This is an optimization exercise on Yosys and OpenROAD, whose aim is small area, not a production implementation.
In this exercise RTL edits were held to simulation tests only and were not proved equivalent to the original.
Power and IR drop assume default switching activity.

==> flow/design.v <==
`timescale 1ns / 1ps
module lock_ctrl(
    input wire clk,
    input wire rst,
    input wire set_password,
    input wire enter,
    input wire test,
    input wire f2,             
    input wire [1:0] d,        
    input wire [2:0] dig,      
    output wire idle,          
    output wire [6:0] segs,    
    output reg  gled0,
    output reg  gled1,
    output reg  rled0,
    output reg  rled1,
    output reg  rled2
);
localparam S0 = 3'd0, S1 = 3'd1, S2 = 3'd2, S3 = 3'd3, S4 = 3'd4, S5 = 3'd5, S6 = 3'd6, IDLE = 3'd7;
reg [2:0] cur;
reg [2:0] nxt;
assign idle = (cur == IDLE);
reg [1:0] num7, num6, num5;
always @(posedge clk or posedge rst) begin
    if (rst) begin
        num7 <= 2'd0;
        num6 <= 2'd0;
        num5 <= 2'd0;
    end else if (set_password || test) begin
        num7 <= 2'd0;
        num6 <= 2'd0;
        num5 <= 2'd0;
    end else if ((cur == S1 || cur == S3) && f2) begin
        if (num7 == 2'd0)      num7 <= d;
        else if (num6 == 2'd0) num6 <= d;
        else if (num5 == 2'd0) num5 <= d;
    end
end
always @(posedge clk or posedge rst) begin
    if (rst) begin
        cur <= IDLE;
        nxt <= S0;
    end else begin
        cur <= nxt;
        case (cur)
            S0: if (set_password) nxt <= S1;
            S1: if (enter) nxt <= S2;
            S2: if (test) nxt <= S3;
            S3: if (enter) nxt <= S4;
            S4: if (gled1) nxt <= S5;
                else if (rled2) nxt <= S6;
                else if (test) nxt <= S3;
            S5: if (set_password) nxt <= S1;
            default: ;
        endcase
    end
end
reg flag0, flagf;
always @(posedge clk) begin
    flag0 <= (cur == S0) || (cur == S2) || (cur == S4) || (cur == S5);
    case (cur)
        S0: begin flagf <= 1'b0; gled0 <= 1'b0; end
        S1: gled0 <= 1'b0;
        S2: gled0 <= 1'b1;
        S6: flagf <= 1'b1;
        default: ;
    endcase
end
reg [1:0] pw7, pw6, pw5;
reg [1:0] scur, snxt;
reg [3:0] cnt;
reg flag;
always @(posedge clk or posedge rst) begin
    if (rst) begin
        gled1 <= 1'b0;
        rled0 <= 1'b0;
        rled1 <= 1'b0;
        rled2 <= 1'b0;
        flag  <= 1'b0;
    end else if (cur == S1) begin
        gled1 <= 1'b0;
        rled0 <= 1'b0;
        rled1 <= 1'b0;
        rled2 <= 1'b0;
    end else if (cur == S3) begin
        flag <= 1'b0;
    end else if (scur == 2'd3) begin
        gled1 <= 1'b1;
        rled0 <= 1'b0;
        rled1 <= 1'b0;
        rled2 <= 1'b0;
    end else if (cnt == 4'd10 && !flag) begin
        if (!rled0) begin
            rled0 <= 1'b1;
            flag  <= 1'b1;
        end else if (!rled1) begin
            rled1 <= 1'b1;
            flag  <= 1'b1;
        end else if (!rled2) begin
            rled2 <= 1'b1;
            flag  <= 1'b1;
        end
    end
end
always @(posedge clk or posedge rst) begin
    if (rst) begin
        pw7 <= 2'd0;
        pw6 <= 2'd0;
        pw5 <= 2'd0;
    end else if (cur == S2 && !test) begin
        pw7 <= num7;
        pw6 <= num6;
        pw5 <= num5;
    end
end
always @(posedge clk or posedge rst) begin
    if (rst) begin
        scur <= 2'd0;
        snxt <= 2'd0;
    end else begin
        scur <= snxt;
        if (cur == S1 || cur == S3)
            snxt <= 2'd0;
        else if (cur == S4)
            case (scur)
                2'd0: if (num7 == pw7) snxt <= 2'd1;
                2'd1: if (num6 == pw6) snxt <= 2'd2;
                2'd2: if (num5 == pw5) snxt <= 2'd3;
                default: ;
            endcase
    end
end
always @(posedge clk or posedge rst) begin
    if (rst)
        cnt <= 4'd0;
    else if (cur == S3)
        cnt <= 4'd0;
    else if (cur == S4 && cnt != 4'd10)
        cnt <= cnt + 4'd1;
end
reg [1:0] shown;
always @(*) begin
    if (dig == 3'd7)      shown = num7;
    else if (dig == 3'd6) shown = num6;
    else if (dig == 3'd5) shown = num5;
    else                  shown = 2'd0;
end
reg cc, cd, ce;
always @(posedge clk) begin
    if (flag0)
        {cc, cd, ce} <= 3'b000;
    else if (flagf)
        {cc, cd, ce} <= 3'b110;
    else
        case (shown)
            2'd0: {cc, cd, ce} <= 3'b111;
            2'd1: {cc, cd, ce} <= 3'b011;
            2'd2: {cc, cd, ce} <= 3'b100;
            default: {cc, cd, ce} <= 3'b001;
        endcase
end
wire ca = cd & ce;
wire cb = cc & cd;
wire cf = (cc ^ cd) | ce;
wire cg = ~(cd ^ ce) & ~(cc & ~cd);
assign segs = {cg, cf, ce, cd, cc, cb, ca};
endmodule
`timescale 1ns / 1ps
module top(
    input wire clk,
    input wire rst,
    input wire set_password,
    input wire enter,
    input wire test,
    input wire [3:0] row,
    output wire [3:0] col,
    output wire [7:0] led_en,
    output wire led_ca,
    output wire led_cb,
    output wire led_cc,
    output wire led_cd,
    output wire led_ce,
    output wire led_cf,
    output wire led_cg,
    output wire led_dp,
    output wire gled0,
    output wire gled1,
    output wire rled0,
    output wire rled1,
    output wire rled2
);
reg [7:0] c200;
reg [2:0] r5;
reg [2:0] dig;
wire f200 = c200[7] & c200[6] & c200[2] & c200[1] & c200[0];    
wire cnt_end = f200 & r5[2];                                     
always @(posedge clk or posedge rst) begin
    if (rst) begin
        c200 <= 8'd0;
        r5   <= 3'd0;
        dig  <= 3'd0;
    end else begin
        c200 <= f200 ? 8'd0 : c200 + 8'd1;
        if (f200) begin
            dig <= dig + 3'd1;
            r5  <= r5[2] ? 3'd0 : r5 + 3'd1;
        end
    end
end
wire [1:0] q = dig[1:0] - r5[1:0];
assign led_en = ~(8'd1 << dig);
wire idle;
assign col = idle ? 4'b1111 : ~(4'd1 << q);
reg [3:0] kh, km, kt;
reg f1, f2;
wire [3:0] pe = ~row & ~kh;                     
wire shift = cnt_end & (q != 2'd0);
wire fire = shift & pe[3] & ~pe[2] & ~pe[1] & ~pe[0];
always @(posedge clk or posedge rst) begin
    if (rst) begin
        kh <= 4'd0;
        km <= 4'd0;
        kt <= 4'd0;
        f1 <= 1'b0;
        f2 <= 1'b0;
    end else begin
        if (shift) begin
            kh <= km;
            km <= kt;
            kt <= ~row;
        end
        f1 <= fire;
        f2 <= f1;
    end
end
wire [1:0] d = {q[1], ~q[0]};
wire [6:0] segs;
lock_ctrl u_ctrl(
    .clk(clk), .rst(rst),
    .set_password(set_password), .enter(enter), .test(test),
    .f2(f2), .d(d), .dig(dig),
    .idle(idle), .segs(segs),
    .gled0(gled0), .gled1(gled1), .rled0(rled0), .rled1(rled1), .rled2(rled2)
);
assign {led_cg, led_cf, led_ce, led_cd, led_cc, led_cb, led_ca} = segs;
assign led_dp = 1'b1;
endmodule
Settings: LEC_CHECK=0, ABC_AREA=1, CAP_MARGIN=20, CORE_MARGIN=2, CORE_UTILIZATION=40, SLEW_MARGIN=20; clock period 10.0 ns.
standard.sh (not shown) runs the stock make flow with config.mk's settings and CLKGATE_MAP_FILE= SYNTH_SCRIPT=/design/flow/synth_recipe.tcl, a recipe that flattens the netlist after the stock synthesis.
==> flow/flow/run.sh <==
#!/bin/bash
# Standard layout, with small port buffers and a clock tree without dummy loads.
set -euo pipefail
bash standard.sh \
  BUFFER_PORTS_ARGS="-buffer_cell sky130_fd_sc_hd__buf_1" \
  CTS_ARGS="-sink_clustering_enable -repair_clock_nets -dont_use_dummy_load -buf_list sky130_fd_sc_hd__clkbuf_4" \
  finish > make_finish.log 2>&1
Change:
==> flow/flow/run.sh (replaced) <==
#!/bin/bash
# Standard layout, with small port buffers and a clock tree without dummy loads.
set -euo pipefail
bash standard.sh \
  BUFFER_PORTS_ARGS="-buffer_cell sky130_fd_sc_hd__buf_1" \
  CTS_ARGS="-sink_clustering_enable -repair_clock_nets -dont_use_dummy_load -sink_clustering_size 30 -sink_clustering_max_diameter 100 -buf_list sky130_fd_sc_hd__clkbuf_4" \
  finish > make_finish.log 2>&1
Final area stays the same.
First-iteration DRC count does not change.
Clock power hardly moves.
Wire length is unchanged.
Final cell count is unchanged.
Utilization does not change.
Setup slack stays the same.

[afterwards: timing with drivers on the ports]
No port has a modelled driver above. Below, the same layouts with a new extraction and two added sets of constraints.
Step 1, drivers: a clkbuf_16 drives clk and a buf_2 each remaining input, both assumed.
Step 2 adds t to the input delays and takes it off the output delays; t is the mean of the earliest and latest rising clock arrival at the registers after step 1. Input paths then give back, and output paths get back, about the clock's delay inside the block.
Slacks: ideal / step 1 / step 2; pairs: ideal / step 1.
run | t (ns) | setup WS [ns] | worst setup path after step 2 | worst register clock-pin slew, ns | worst data-port slew with drivers (ns)
the first run | 0.426 | 5.993 / 5.966 / 6.392 | register to output | 0.11 / 0.11 | 0.03
the second run | 0.426 | 5.993 / 5.966 / 6.392 | register to output | 0.11 / 0.11 | 0.03
After both steps every run listed still meets setup and hold.
